Source: an optimization exercise on an open RTL-to-GDS flow (aim: small area, a short achievable clock period and few clock cycles per item). Production flows keep margins and buffers that such runs may drop. The RTL was checked by simulation tests, not by an equivalence proof against the original design. No activity file was given, so power comes from the tool's default toggle rates.

==> flow/design.v (outline; a module is shown in full before it is edited, if it fits) <==
// module lzc32: 26 lines
// module fa_cell: 10 lines
// module ha_cell: 9 lines
// module booth_dec: 8 lines
// module sabcm_32x32: 1941 lines
module sabcm_32x32 (
    input clk,
    input rst_n,
    input start,
    input signed [31:0] operand_a,
    input signed [31:0] operand_b,
    output reg done,
    output wire signed [63:0] product_out,
    output wire [4:0] op_a_leading_bits,
    output wire [4:0] op_b_leading_bits
);
  // ...
==> flow/flow/run.sh <==
#!/bin/bash
set -euo pipefail
export BUFFER_PORTS_ARGS="-buffer_cell sky130_fd_sc_hd__buf_2"
bash standard.sh > standard.log 2>&1
==> flow/standard.sh <==
#!/bin/bash
# synth_recipe.tcl (not shown) runs the flow's synth.tcl, then flattens the netlist and writes it again
# the make line also repeats each setting of config.mk as NAME=value (left out here)
make -C /OpenROAD-flow-scripts/flow DESIGN_CONFIG=/design/flow/config.mk WORK_HOME=/design/flow/orfs CLKGATE_MAP_FILE= SYNTH_SCRIPT=/design/flow/synth_recipe.tcl "${@:-finish}"
==> flow/config.mk <==
export PLATFORM = sky130hd
export DESIGN_NAME = sabcm_32x32
export DESIGN_NICKNAME = sabcm_32x32
export VERILOG_FILES = /design/flow/design.v
export SDC_FILE = /design/flow/constraint.sdc
export NUM_CORES = 4
export LEC_CHECK = 0
export ABC_AREA = 1
export CAP_MARGIN = 20
export CORE_MARGIN = 2
export CORE_UTILIZATION = 40
export CTS_BUF_LIST = sky130_fd_sc_hd__clkbuf_4 sky130_fd_sc_hd__clkbuf_8
export PLACE_DENSITY = 0.85
export SETUP_SLACK_MARGIN = 4.3
export SLEW_MARGIN = 20
export SYNTH_HIERARCHICAL = 1
export SYNTH_MINIMUM_KEEP_SIZE = 0
==> flow/constraint.sdc <==
create_clock -name core_clock -period 10.0 [get_ports {clk}]
set_input_delay 2.0000 -clock core_clock [delete_from_list [all_inputs] [get_ports {clk}]]
set_output_delay 2.0000 -clock core_clock [all_outputs]
set_load 0.01 [all_outputs]
==> results.json, run 1 <==
{
  "place_area_mm2": 0.0280,
  "layout_commonest_cell": "xor2_1",
  "timing.setup.tns_ns": 0,
  "critPathArrivalTime_ns": 6.18,
  "synthTopCellsByCount": "528 x xor2_1, 496 x o22ai_1, 472 x fa_1",
  "cp_data_required_time_ns": 10.45,
  "tap_cells": 873,
  "num-multi-input-gates": 2365,
  "min_period_ns": 5.73,
  "drt_wl_total_mm": 88.4,
  "yosys.area.top_type": "fa_1",
  "start_util_pct": 40.2,
  "status": "no timing/DRC/antenna violations",
  "grt_util_all_layers_pct": 24.6,
  "placementRows": 95,
  "met1_usage_pct": 30.0,
  "met1_length_mm": 30.1,
  "use_met2_pct": 38.6,
  "final_util_pct": 45.3,
  "ctsHtreeMaxLevel": 4,
  "buffers": 246,
  "vias": 23881,
  "layout_common_cells": "524 x xor2_1, 493 x o22ai_1, 472 x fa_1",
  "design.seq.count": 123,
  "crit_cells": 9,
  "dp_hpwl_mm": 61.5,
  "clk-power_mw": 0.467,
  "cts_tree": "done",
  "post_cts_resized": 103,
  "path_common_cell": "fa_1",
  "switchingPower_mw": 5.08,
  "top_usage_layer": "met2",
  "diodes": 2,
  "grt_pass1_vias": 23677,
  "die_h_um": 263,
  "syn_area_mm2": 0.0269,
  "ctsHoldBuffers": 0,
  "cts_buffer_depth": 2,
  "drc": 0,
  "power.leakage_nw": 13.4,
  "root_buffer": "clkbuf_8",
  "hold_viol_final": 0
}
Testbench counts, summed over its fixed seeds: cycles 2,408, items 2,400.
==> module lzc32, before the edit <==
module lzc32 (
    input wire signed [31:0] data_in,
    output wire [4:0] leading_bits
);
    wire [31:0] d = {data_in[30:0] ^ data_in[31:1], 1'b1};
    wire [7:0] nz;
    wire [15:0] c;
    genvar k;
    generate
        for (k = 0; k < 8; k = k + 1) begin : grp
            wire [3:0] g = d[4*k+3:4*k];
            assign nz[k] = |g;
            assign c[2*k+1] = ~(g[3] | g[2]);
            assign c[2*k] = ~g[3] & (g[2] | ~g[1]);
        end
    endgenerate
    wire z7 = ~nz[7], z6 = ~nz[6], z5 = ~nz[5], z4 = ~nz[4];
    wire z3 = ~nz[3], z2 = ~nz[2], z1 = ~nz[1];
    wire hi4 = z7 & z6 & z5 & z4;
    wire i2 = hi4;
    wire i1 = hi4 ? (z3 & z2) : (z7 & z6);
    wire i0 = hi4 ? (z3 & (nz[2] | z1)) : (z7 & (nz[6] | z5));
    wire [2:0] gi = 3'd7 - {i2, i1, i0};
    wire [1:0] lc = {c[2*gi+1], c[2*gi]};
    assign leading_bits = {i2, i1, i0, lc};
endmodule
==> inputs of run 2 (changes only) <==
--- a/flow/design.v
+++ b/flow/design.v
@@ -9,21 +9,33 @@
     genvar k;
     generate
         for (k = 0; k < 8; k = k + 1) begin : grp
-            wire [3:0] g = d[4*k+3:4*k];
-            assign nz[k] = |g;
-            assign c[2*k+1] = ~(g[3] | g[2]);
-            assign c[2*k] = ~g[3] & (g[2] | ~g[1]);
+            lzc_grp4 u_grp (.g(d[4*k+3:4*k]), .nz(nz[k]), .c(c[2*k+1:2*k]));
         end
     endgenerate
-    wire z7 = ~nz[7], z6 = ~nz[6], z5 = ~nz[5], z4 = ~nz[4];
-    wire z3 = ~nz[3], z2 = ~nz[2], z1 = ~nz[1];
-    wire hi4 = z7 & z6 & z5 & z4;
-    wire i2 = hi4;
-    wire i1 = hi4 ? (z3 & z2) : (z7 & z6);
-    wire i0 = hi4 ? (z3 & (nz[2] | z1)) : (z7 & (nz[6] | z5));
-    wire [2:0] gi = 3'd7 - {i2, i1, i0};
-    wire [1:0] lc = {c[2*gi+1], c[2*gi]};
-    assign leading_bits = {i2, i1, i0, lc};
+    wire [7:0] above;   
+    assign above[7] = 1'b1;
+    assign above[6] = ~nz[7];
+    assign above[5] = ~(nz[7] | nz[6]);
+    assign above[4] = ~(nz[7] | nz[6] | nz[5]);
+    assign above[3] = ~(nz[7] | nz[6] | nz[5] | nz[4]);
+    assign above[2] = above[3] & ~nz[3];
+    assign above[1] = above[3] & ~(nz[3] | nz[2]);
+    assign above[0] = above[3] & ~(nz[3] | nz[2] | nz[1]);
+    wire [7:0] first = nz & above;
+    assign leading_bits[4] = above[3];
+    assign leading_bits[3] = first[5] | first[4] | first[1] | first[0];
+    assign leading_bits[2] = first[6] | first[4] | first[2] | first[0];
+    assign leading_bits[1] = |(first & {c[15], c[13], c[11], c[9], c[7], c[5], c[3], c[1]});
+    assign leading_bits[0] = |(first & {c[14], c[12], c[10], c[8], c[6], c[4], c[2], c[0]});
+endmodule
+module lzc_grp4 (
+    input wire [3:0] g,
+    output wire nz,
+    output wire [1:0] c
+);
+    assign nz = |g;
+    assign c[1] = ~(g[3] | g[2]);
+    assign c[0] = ~g[3] & (g[2] | ~g[1]);
 endmodule
 module fa_cell (
     input wire a,
--- a/flow/config.mk
+++ b/flow/config.mk
@@ -10,7 +10,7 @@
 export CORE_MARGIN = 2
 export CORE_UTILIZATION = 40
 export CTS_BUF_LIST = sky130_fd_sc_hd__clkbuf_4 sky130_fd_sc_hd__clkbuf_8
-export PLACE_DENSITY = 0.85
+export PLACE_DENSITY = 0.7
 export SETUP_SLACK_MARGIN = 4.3
 export SLEW_MARGIN = 20
 export SYNTH_HIERARCHICAL = 1
==> run 2 against run 1 <==
- still clean on timing, DRC and antenna
- clock power is about 20% higher
- sequential power barely moved
- worst hold slack got worse by 0.016 ns
- setup slack improved by 0.087 ns
- non-clock buffer count decreased by 21
- global-route usage down 0.43 points
- design area down 3.1%
- die area decreased by 1.0%
- synthesized cell count is 3.9% lower
- largest cell class unchanged
==> results.json, run 2 <==
{
  "hold_class": "in2async",
  "ctsHtreeMaxLevel": 4,
  "synthArstFlopShare_pct": 0.813,
  "globalplace.congestion": 0.921,
  "ys.flop_type": "dfxtp_1",
  "cp_data_required_time_ns": 8.00,
  "yosysMostFrequentCell": "xor2_1",
  "cts_buffers": 17,
  "nets": 3521,
  "vias_per_cell": 5.84,
  "timing.setup.tns_ns": 0,
  "layout_common_cells": "583 x xor2_1, 496 x o22ai_1, 472 x fa_1",
  "vias": 21929,
  "cts_buffer_depth": 2,
  "dp.cells": 3686,
  "grt_overflow_total": 0,
  "die_h_um": 262,
  "drt_wl_total_mm": 81.5,
  "placementRows": 94,
  "power_mw": 9.84,
  "drt_pass1_iterations": 5,
  "grt_pass1_vias": 21953,
  "design_area_mm2": 0.0293,
  "grt_max_degree": 36,
  "worstMarginPinSlew_ns": 1.11,
  "largest_reg_flops": 122,
  "path_max_fanout": 7,
  "layoutNonFillerInstCount": 3753,
  "synth_area_leaders": "fa_1 36%, xor2_1 19%, o22ai_1 12%, dfxtp_1 9.2%, ha_1 5.1%",
  "maxSlewHeadroom_pct": 25.5,
  "clock_sinks": 123,
  "power_density_mw_per_mm2": 336,
  "final_util_pct": 44.6,
  "ys_types": 35,
  "drc": 0,
  "die_area_mm2": 0.0685,
  "synth_edf_count": 0,
  "finalMaxSlewViolations": 0,
  "portBuffers": 141,
  "grt_util_all_layers_pct": 24.2,
  "crit_path_end_kind": "output pin",
  "holdWs_ns": 1.16,
  "yosys.area.top_type": "fa_1",
  "fin_crit_sh_pct": 56.5,
  "core_region_area_mm2": 0.0657,
  "status": "no timing/DRC/antenna violations",
  "synth_top_cell_area_share_pct": 35.5,
  "layout_setup_ws_ns": 4.35,
  "io_pins": 142,
  "dp_hpwl_mm": 59.8,
  "worstSetupStartpointType": "input port",
  "layout_commonest_cell": "xor2_1",
  "routedWlPerCell_um": 21.7,
  "synth.avg_cell_area_um2": 9.22,
  "synthTopCellsByCount": "588 x xor2_1, 496 x o22ai_1, 472 x fa_1",
  "cts.clk_slew.worst_paths_ns": 0.09,
  "hold_viol_final": 0,
  "rsz0062_at_grt": "true",
  "grt_pass1_wl_mm": 127,
  "start_util_pct": 40.4,
  "area_delta_synth_final_pct": 10.2,
  "ctsHoldBuffers": 0,
  "root_buffer": "clkbuf_8",
  "crit_type": "in2out",
  "critPathArrivalTime_ns": 3.65,
  "cts_tree": "done",
  "place_ws_ns": 3.23,
  "drive_gt1_share_pct": 12.7,
  "drt_first_iter_violations": 2457,
  "ant_nets": 0,
  "die_w_um": 262,
  "fmax_mhz": 177,
  "postSynthCellCount": 2883,
  "setup_viol": 0,
  "ys_seq_area_share_pct": 9.28,
  "vdd_drop_max_mv": 0.293,
  "min_period_ns": 5.65,
  "maxCapViolations": 0,
  "synth-seq-cells": 123,
  "antenna_found_initial": 3,
  "ys_warn_count": 7,
  "syn_area_mm2": 0.0266,
  "power.leakage_nw": 12.8,
  "place_area_mm2": 0.0278
}
[run 2: changes by cell type in the layout (fill, tap and decap cells not counted), sizes merged, moves of 5 or more]
cell	previous run	this run
buf	224	205
xor2	528	588
nand2	415	264
bufbuf	9	3
clkinvlp	10	5
o211ai	12	0
nand4	5	11
inv	249	229
nor2	55	87
a21oi	31	45
nand3	68	36
xnor2	85	79
[run 2: path summary, 6_finish.rpt]
| check | from | endpoint | slack [ns] |
|---|---|---|---|
| min | rst_n | done | 1.16 |
| max | operand_b[29] | op_b_leading_bits[0] | 4.35 |
| max in group asynchronous | rst_n | done | 8.76 |
| min in group core_clock | start | done | 1.51 |
[run 2: layout make-up]
cell class / count / area, um2
Multi-Input combinational cell: 2278 / 22600
Inverter: 228 / 863
Clock buffer: 19 / 262
Timing Repair inverter: 1 / 5.00
Antenna cell: 2 / 5.00
Fill cell: 6196 / 36400
Sequential cell: 123 / 2470
Clock inverter: 13 / 213
Tap cell: 864 / 1080
Timing Repair Buffer: 225 / 1800
[run 2: routing by layer]
metal,global-route usage (%),part of all wire (%),up-vias
met5,0,0.013,-
met4,11.5,5.1,2
met3,5.38,10,244
met2,38.7,47,1348
met1,31.1,38,10806
li1,-,-,9529
[run 2: logic make-up (layout without fill, tap and decap cells)]
group	count (synthesis)	in the layout	share of synthesized area, %
xor+xnor	667	667	22.0
compound gates	615	615	14.3
fa+ha+maj	580	580	40.6
buf+inv	490	486	7.23
simple gates	405	405	6.51
flops	123	123	9.28
other cells	3	13	0.0423
[run 2: worst max-delay path, cell delays in order]
cell,delay (ns)
buf_8,0.13
buf_12,0.15
xor2_1,0.15
nor2_2,0.14
nand2_2,0.11
nor2_4,0.21
nand3_4,0.12
nor2_4,0.21
nand3_2,0.09
nand4_1,0.16
buf_2,0.16
[run 2: per-module statistics from Yosys, one instance, submodules excluded]
module / flip-flops and latches / cells / cell area (um2)
lzc32: 0 / 82 / 524
booth_dec: 0 / 6 / 28.8
lzc_grp4: 0 / 5 / 26.3
sabcm_32x32: 123 / 1866 / 14300
fa_cell: 0 / 1 / 20.0
ha_cell: 0 / 1 / 12.5
[run 2: power by group]
group / total [mW] / leakage, nW / internal (mW) / switching, mW
combinational: 8.20 / 11.5 / 3.63 / 4.57
clock: 0.559 / 0.235 / 0.312 / 0.248
sequential: 1.09 / 1.04 / 0.952 / 0.134
[run 2: what timing repair did]
| action | 4_1_cts | 5_1_grt |
|---|---|---|
| setup buffers | 0 | 24 |
| endpoints found under the setup margin | 56 | 59 |
| cloned | 4 | 5 |
| resized for setup | 61 | 87 |
| pin swaps | 1 | 12 |
Testbench counts of run 2, summed over its fixed seeds: cycles 2,408, items 2,400.
==> inputs of run 3 (changes only) <==
--- a/flow/config.mk
+++ b/flow/config.mk
@@ -11,7 +11,7 @@
 export CORE_UTILIZATION = 40
 export CTS_BUF_LIST = sky130_fd_sc_hd__clkbuf_4 sky130_fd_sc_hd__clkbuf_8
 export PLACE_DENSITY = 0.7
-export SETUP_SLACK_MARGIN = 4.3
+export SETUP_SLACK_MARGIN = 4.2
 export SLEW_MARGIN = 20
 export SYNTH_HIERARCHICAL = 1
 export SYNTH_MINIMUM_KEEP_SIZE = 0
==> run 3 against run 2 <==
- total power decreased by 0.48%
- largest power group unchanged
- clock-buffer cell count did not move
- critical path depth rose by 2
- first-iteration DRC count decreased by 6.5%
- core utilization fell by 0.79 points
- via count down 0.70%
- critical path type is now in2reg
- clock power about the same
- sequential share of layout area rose by 0.15 points
- worst hold slack improved by 0.0045 ns
- combinational power decreased by 0.6%
- still clean
- die area unchanged
- sequential power hardly changed
==> results.json, run 3 <==
{
  "yosysMostFrequentCell": "xor2_1",
  "layout_common_cells": "587 x xor2_1, 496 x o22ai_1, 472 x fa_1",
  "clock_sinks": 123,
  "synthArstFlopShare_pct": 0.813,
  "synth.avg_cell_area_um2": 9.22,
  "ys_types": 35,
  "die_area_mm2": 0.0685,
  "path_max_fanout": 27,
  "vias_per_cell": 5.84,
  "critPathArrivalTime_ns": 6.23,
  "drt_pass1_iterations": 10,
  "cts_buffers": 17,
  "die_h_um": 262,
  "cts_buffer_depth": 2,
  "routedWlPerCell_um": 21.5,
  "synth_top_cell_area_share_pct": 35.5,
  "path_common_cell": "fa_1",
  "fin_crit_sh_pct": 57.6,
  "ys_warn_count": 7,
  "antenna_found_initial": 3,
  "crit_type": "in2reg",
  "crit_chain": "buf_4, buf_6, nand2_1, nand2_1, nand2_1, o22ai_1, xor2_1, ha_1, fa_1, fa_1, fa_1, fa_1, fa_1",
  "placementRows": 94,
  "rsz0062_at_grt": "true",
  "grt_pass1_vias": 21866,
  "layout_commonest_cell": "xor2_1",
  "dp.cells": 3686,
  "core_region_area_mm2": 0.0657,
  "worstMarginPinSlew_ns": 1.12,
  "postSynthCellCount": 2883,
  "synth_area_leaders": "fa_1 36%, xor2_1 19%, o22ai_1 12%, dfxtp_1 9.2%, ha_1 5.1%",
  "synthTopCellsByCount": "588 x xor2_1, 496 x o22ai_1, 472 x fa_1",
  "drt_first_iter_violations": 2298,
  "ctsHtreeMaxLevel": 4,
  "area_delta_synth_final_pct": 8.29,
  "critPathMaxStageDelay_ns": 0.53,
  "vias": 21775,
  "drt_wl_total_mm": 80.2,
  "hold_class": "in2async",
  "yosys.area.top_type": "fa_1",
  "critPathTopFamily": "adder cells",
  "crit_path_end_kind": "register",
  "layoutNonFillerInstCount": 3726,
  "power_density_mw_per_mm2": 340,
  "grt_pass1_wl_mm": 126,
  "die_w_um": 262,
  "status": "no timing/DRC/antenna violations",
  "nets": 3494,
  "drc": 0,
  "hold_viol_final": 0,
  "crit_buf_inv": 2,
  "worstSetupStartpointType": "input port",
  "fmax_mhz": 174,
  "maxCapViolations": 0,
  "finalMaxSlewViolations": 0,
  "largest_reg_flops": 122,
  "multi_input_area_mm2": 0.0225,
  "dp_hpwl_mm": 59.8,
  "start_util_pct": 40.4,
  "slowest_stage": "fa_1",
  "synth-seq-cells": 123,
  "portBuffers": 141,
  "min_period_ns": 5.76,
  "syn_area_mm2": 0.0266,
  "vdd_drop_max_mv": 0.298,
  "root_buffer": "clkbuf_8",
  "ant_nets": 0,
  "regArea_mm2": 0.00247,
  "globalplace.congestion": 0.921,
  "io_pins": 142,
  "power.leakage_nw": 12.5,
  "drive_gt1_share_pct": 11.2,
  "fillCellCount": 6254,
  "final_util_pct": 43.8,
  "cp_data_required_time_ns": 10.47,
  "ys_seq_area_share_pct": 9.28,
  "maxSlewHeadroom_pct": 24.9,
  "synth_edf_count": 0,
  "setup_viol": 0,
  "grt_overflow_total": 0,
  "ys.flop_type": "dfxtp_1",
  "cts_tree": "done",
  "grt_util_all_layers_pct": 24.0,
  "cts.clk_slew.worst_paths_ns": 0.09,
  "timing.setup.tns_ns": 0,
  "grt_max_degree": 36
}
==> run 3: path summary, 6_finish.rpt <==
path	start	cells after the start	end	slack [ns]
setup / recovery	operand_b[5]	13	pipe_reg[52]	4.24
min in group core_clock	start	1	done	1.51
hold / removal	rst_n	1	done	1.17
max in group asynchronous	rst_n	1	done	8.75
==> run 3: per-module statistics from Yosys, one instance, submodules excluded <==
module	flops+latches	cells inside	cell area (um2)	copies in the design
sabcm_32x32	123	1866	14300	1
lzc_grp4	0	5	26.3	16
ha_cell	0	1	12.5	42
lzc32	0	82	524	2
fa_cell	0	1	20.0	443
booth_dec	0	6	28.8	48
==> run 3: timing repair <==
action,in CTS,in global routing
setup buffers,0,1
cloned,1,4
resized for setup,40,51
setup endpoints to repair,44,53
hold endpoints to repair,0,0
pin swaps,0,8
hold buffers,0,0
==> run 3: cell type report <==
class | count | area share (%)
Antenna cell | 2 | 0.0174
Clock buffer | 19 | 0.908
Clock inverter | 13 | 0.739
Inverter | 228 | 2.99
Multi-Input combinational cell | 2278 | 78.1
Sequential cell | 123 | 8.57
Tap cell | 864 | 3.75
Timing Repair Buffer | 198 | 4.90
Timing Repair inverter | 1 | 0.0174
==> run 3: routing by layer <==
metal,vias up,share of wire (%),track usage (%)
li1,9461,-,-
met4,2,5.5,11.7
met2,1330,46,38.3
met1,10691,38,30.7
met3,291,10,5.48
met5,-,0.017,0
==> run 3: through the flow <==
stage	hold WS [ns]	setup WS, ns	area (um2)	power, mW
CTS	1.11	4.20	28400	10.0
detailed placement	1.78	3.23	27800	9.40
floorplan	1.70	4.39	26600	6.69
global placement	1.77	3.26	27700	9.05
global route	1.13	4.15	28800	11.1
finish	1.17	4.24	28800	9.80
==> run 3: cells by family (layout without fill, tap and decap cells) <==
kind of cell | count (synthesis) | count (layout) | share of synthesized area (%)
buffers and inverters | 490 | 459 | 7.23
and+or+nand+nor | 405 | 405 | 6.51
AOI/OAI and AO/OA | 615 | 615 | 14.3
other | 3 | 13 | 0.0423
xor gates and xnor gates | 667 | 667 | 22.0
adders and majority gates | 580 | 580 | 40.6
DFF | 123 | 123 | 9.28
==> run 3: report_power, final <==
| group | internal [mW] | total, mW | switching [mW] |
|---|---|---|---|
| clock network | 0.312 | 0.558 | 0.246 |
| logic | 3.60 | 8.15 | 4.55 |
| registers | 0.952 | 1.09 | 0.134 |
| total | 4.87 | 9.80 | 4.93 |
==> inputs of run 4 (changes only) <==
--- a/flow/config.mk
+++ b/flow/config.mk
@@ -11,7 +11,8 @@
 export CORE_UTILIZATION = 40
 export CTS_BUF_LIST = sky130_fd_sc_hd__clkbuf_4 sky130_fd_sc_hd__clkbuf_8
 export PLACE_DENSITY = 0.7
-export SETUP_SLACK_MARGIN = 4.2
+export SETUP_SLACK_MARGIN = 4.3
 export SLEW_MARGIN = 20
 export SYNTH_HIERARCHICAL = 1
 export SYNTH_MINIMUM_KEEP_SIZE = 0
+export TNS_END_PERCENT = 30
==> run 4 against run 3 <==
- still clean on timing, DRC and antenna
- non-clock buffer count up 3
- total power is 0.16% higher
- cell count hardly changed
- via count down 0.10%
- fmax increased by 0.98%
- clock power about the same
- combinational power hardly changed
- critical path type is now in2out
- largest cell class unchanged
- largest power group unchanged
- highest routed layer unchanged
==> results.json, run 4 <==
{
  "grt_pass1_vias": 21963,
  "start_util_pct": 40.4,
  "placementRows": 94,
  "path_max_fanout": 13,
  "ys.flop_type": "dfxtp_1",
  "layoutNonFillerInstCount": 3729,
  "critPathArrivalTime_ns": 3.70,
  "fmax_mhz": 175,
  "ys_seq_area_share_pct": 9.28,
  "worstMarginPinSlew_ns": 1.13,
  "power_density_mw_per_mm2": 339,
  "vias_per_cell": 5.83,
  "startpoint": "operand_b[29]",
  "finalMaxSlewViolations": 0,
  "layout_common_cells": "585 x xor2_1, 496 x o22ai_1, 472 x fa_1",
  "maxSlewHeadroom_pct": 23.9,
  "yosys.area.top_type": "fa_1",
  "syn_area_mm2": 0.0266,
  "die_w_um": 262,
  "worstSetupEndpoint": "op_b_leading_bits[1]",
  "drc": 0,
  "clock_sinks": 123,
  "final_util_pct": 44.0,
  "die_area_mm2": 0.0685,
  "grt_pass1_wl_mm": 127,
  "synthArstFlopShare_pct": 0.813,
  "path_common_cell": "nor2_4",
  "routedWlPerCell_um": 21.5,
  "critPathMaxStageDelay_ns": 0.21,
  "drt_first_iter_violations": 2513,
  "die_h_um": 262,
  "vdd_drop_max_mv": 0.295,
  "synthTopCellsByCount": "588 x xor2_1, 496 x o22ai_1, 472 x fa_1",
  "ant_nets": 0,
  "layout_commonest_cell": "xor2_1",
  "synth-seq-cells": 123,
  "maxCapViolations": 0,
  "nets": 3497,
  "cp_data_required_time_ns": 8.00,
  "worstSetupStartpointType": "input port",
  "synth.avg_cell_area_um2": 9.22,
  "portBuffers": 141,
  "crit_cells": 11,
  "crit_chain": "buf_4, buf_12, xor2_1, nor2_1, nand2_2, nor2_4, nand3_4, nor2_4, nand3_1, nand4_1, buf_2",
  "grt_util_all_layers_pct": 24.2,
  "yosysMostFrequentCell": "xor2_1",
  "ys_warn_count": 7,
  "min_period_ns": 5.70,
  "cts.clk_slew.worst_paths_ns": 0.09,
  "cts_buffers": 17,
  "largest_reg_flops": 122,
  "rsz0062_at_grt": "true",
  "drt_wl_total_mm": 80.3,
  "synth_top_cell_area_share_pct": 35.5,
  "slowest_stage": "nor2_4",
  "synth_edf_count": 0,
  "grt_overflow_total": 0,
  "cts_tree": "done",
  "synth_area_leaders": "fa_1 36%, xor2_1 19%, o22ai_1 12%, dfxtp_1 9.2%, ha_1 5.1%",
  "vias": 21753,
  "holdWs_ns": 1.16,
  "setup_viol": 0,
  "dp.cells": 3686,
  "cts_buffer_depth": 2,
  "crit_path_end_kind": "output pin",
  "io_pins": 142,
  "globalplace.congestion": 0.921,
  "hold_class": "in2async",
  "status": "no timing/DRC/antenna violations",
  "critPathTopFamily": "simple AND/OR/NAND/NOR gates",
  "drt_pass1_iterations": 5,
  "fillCellCount": 6255,
  "timing.setup.tns_ns": 0,
  "ys_types": 35,
  "ctsHtreeMaxLevel": 4,
  "postSynthCellCount": 2883,
  "hold_viol_final": 0,
  "drive_gt1_share_pct": 11.5,
  "crit_type": "in2out",
  "fin_crit_sh_pct": 57.0,
  "area_delta_synth_final_pct": 8.79,
  "power.leakage_nw": 12.6,
  "antenna_found_initial": 3,
  "dp_hpwl_mm": 59.8,
  "root_buffer": "clkbuf_8",
  "grt_max_degree": 36,
  "core_region_area_mm2": 0.0657,
  "crit_buf_inv": 3
}
==> run 4: stage by stage <==
| stage | cell area (um2) | worst slack, ns | total power, mW |
|---|---|---|---|
| after floorplan | 26600 | 4.39 | 6.69 |
| after global placement | 27700 | 3.26 | 9.05 |
| after detailed placement | 27800 | 3.23 | 9.40 |
| after CTS | 28600 | 4.27 | 10.0 |
| after global routing | 28900 | 4.21 | 11.2 |
| final | 28900 | 4.30 | 9.81 |
==> run 4: cells by family after synthesis <==
family          after synthesis  share of synthesized area, %
simple gates                405                          6.51
xor+xnor                    667                          22.0
flops                       123                          9.28
other cells                   3                        0.0423
buf+inv                     490                          7.23
fa+ha+maj                   580                          40.6
compound gates              615                          14.3
==> run 4: routing by layer <==
| layer | GRT usage (%) | vias to the layer above | share of wire (%) | wire length [um] |
|---|---|---|---|---|
| li1 | - | 9488 | - | - |
| met1 | 31.1 | 10751 | 38 | 30800 |
| met2 | 38.7 | 1291 | 47 | 37700 |
| met3 | 5.38 | 221 | 9.9 | 7970 |
| met4 | 11.5 | 2 | 4.9 | 3930 |
| met5 | 0 | - | 0.021 | 17 |
==> run 4: how the worst min path moves through the flow <==
| stage | slack, ns | depth (start not counted) | start | to |
|---|---|---|---|---|
| after floorplan | 1.70 | 0 | rst_n | done |
| after global placement | 1.77 | 1 | rst_n | done |
| after detailed placement | 1.78 | 1 | rst_n | done |
| after CTS | 1.11 | 1 | rst_n | done |
| after global routing | 1.13 | 1 | rst_n | done |
| final | 1.16 | 1 | rst_n | done |
==> run 4: modules after synthesis (local to each module, per instance) <==
module / cell area [um2] / cells inside / flops+latches
lzc32: 524 / 82 / 0
booth_dec: 28.8 / 6 / 0
fa_cell: 20.0 / 1 / 0
lzc_grp4: 26.3 / 5 / 0
sabcm_32x32: 14300 / 1866 / 123
ha_cell: 12.5 / 1 / 0
==> run 4: what timing repair did <==
| action | 4_1_cts | 5_1_grt |
|---|---|---|
| hold buffers | 0 | 0 |
| buffers inserted | 0 | 4 |
| pin swaps | 1 | 8 |
| gates cloned | 4 | 1 |
| setup endpoints to repair | 56 | 70 |
| resized for setup | 58 | 55 |
==> run 4: report_power, final <==
group / total [mW] / internal, mW / leakage [nW] / switching [mW]
registers: 1.09 / 0.952 / 1.04 / 0.135
logic: 8.17 / 3.61 / 11.3 / 4.55
clock network: 0.559 / 0.312 / 0.235 / 0.248
total: 9.81 / 4.88 / 12.6 / 4.93
==> run 4: cell type report <==
cell class / count / area (um2) / share of cell area (%)
antenna: 2 / 5.00 / 0.0173
clock buffer: 19 / 262 / 0.904
clock inverter: 13 / 213 / 0.735
inverter: 228 / 863 / 2.98
multi-input combinational: 2278 / 22500 / 77.9
sequential: 123 / 2470 / 8.53
tap: 864 / 1080 / 3.74
timing repair buffer: 201 / 1500 / 5.18
timing repair inverter: 1 / 5.00 / 0.0173

==> what the ideal ports hide <==
The results above use ideal ports. As a check the final layouts listed here were re-extracted and re-timed, cells and wires unchanged.
Step 1, drivers: a clkbuf_16 drives clk and a buf_2 each remaining input, both assumed.
Step 2 moves the port delays by t, midway between the first and last clock arrival at a register: inputs arrive t later, outputs are due t later. That takes back most of the time a late clock gives input paths.
Slacks: ideal / step 1 / step 2; pairs: ideal / step 1.
| run | t, ns | setup WS [ns] | hold slack, ns | worst slew at a driven data input, ns |
|---|---|---|---|---|
| run 1 | 0.628 | 4.267 / 4.078 / 3.630 | 1.178 / 1.137 / 1.765 | 0.28 |
| run 2 | 0.649 | 4.354 / 4.236 / 3.659 | 1.162 / 1.123 / 1.771 | 0.22 |
| run 3 | 0.646 | 4.243 / 4.220 / 3.630 | 1.166 / 1.125 / 1.771 | 0.08 |
| run 4 | 0.649 | 4.299 / 4.257 / 3.740 | 1.162 / 1.122 / 1.771 | 0.08 |
After both steps every run listed still meets setup and hold. For run 2, which loses most, drivers alone change the setup slack by -0.118 ns; drivers and shift together by -0.695 ns.
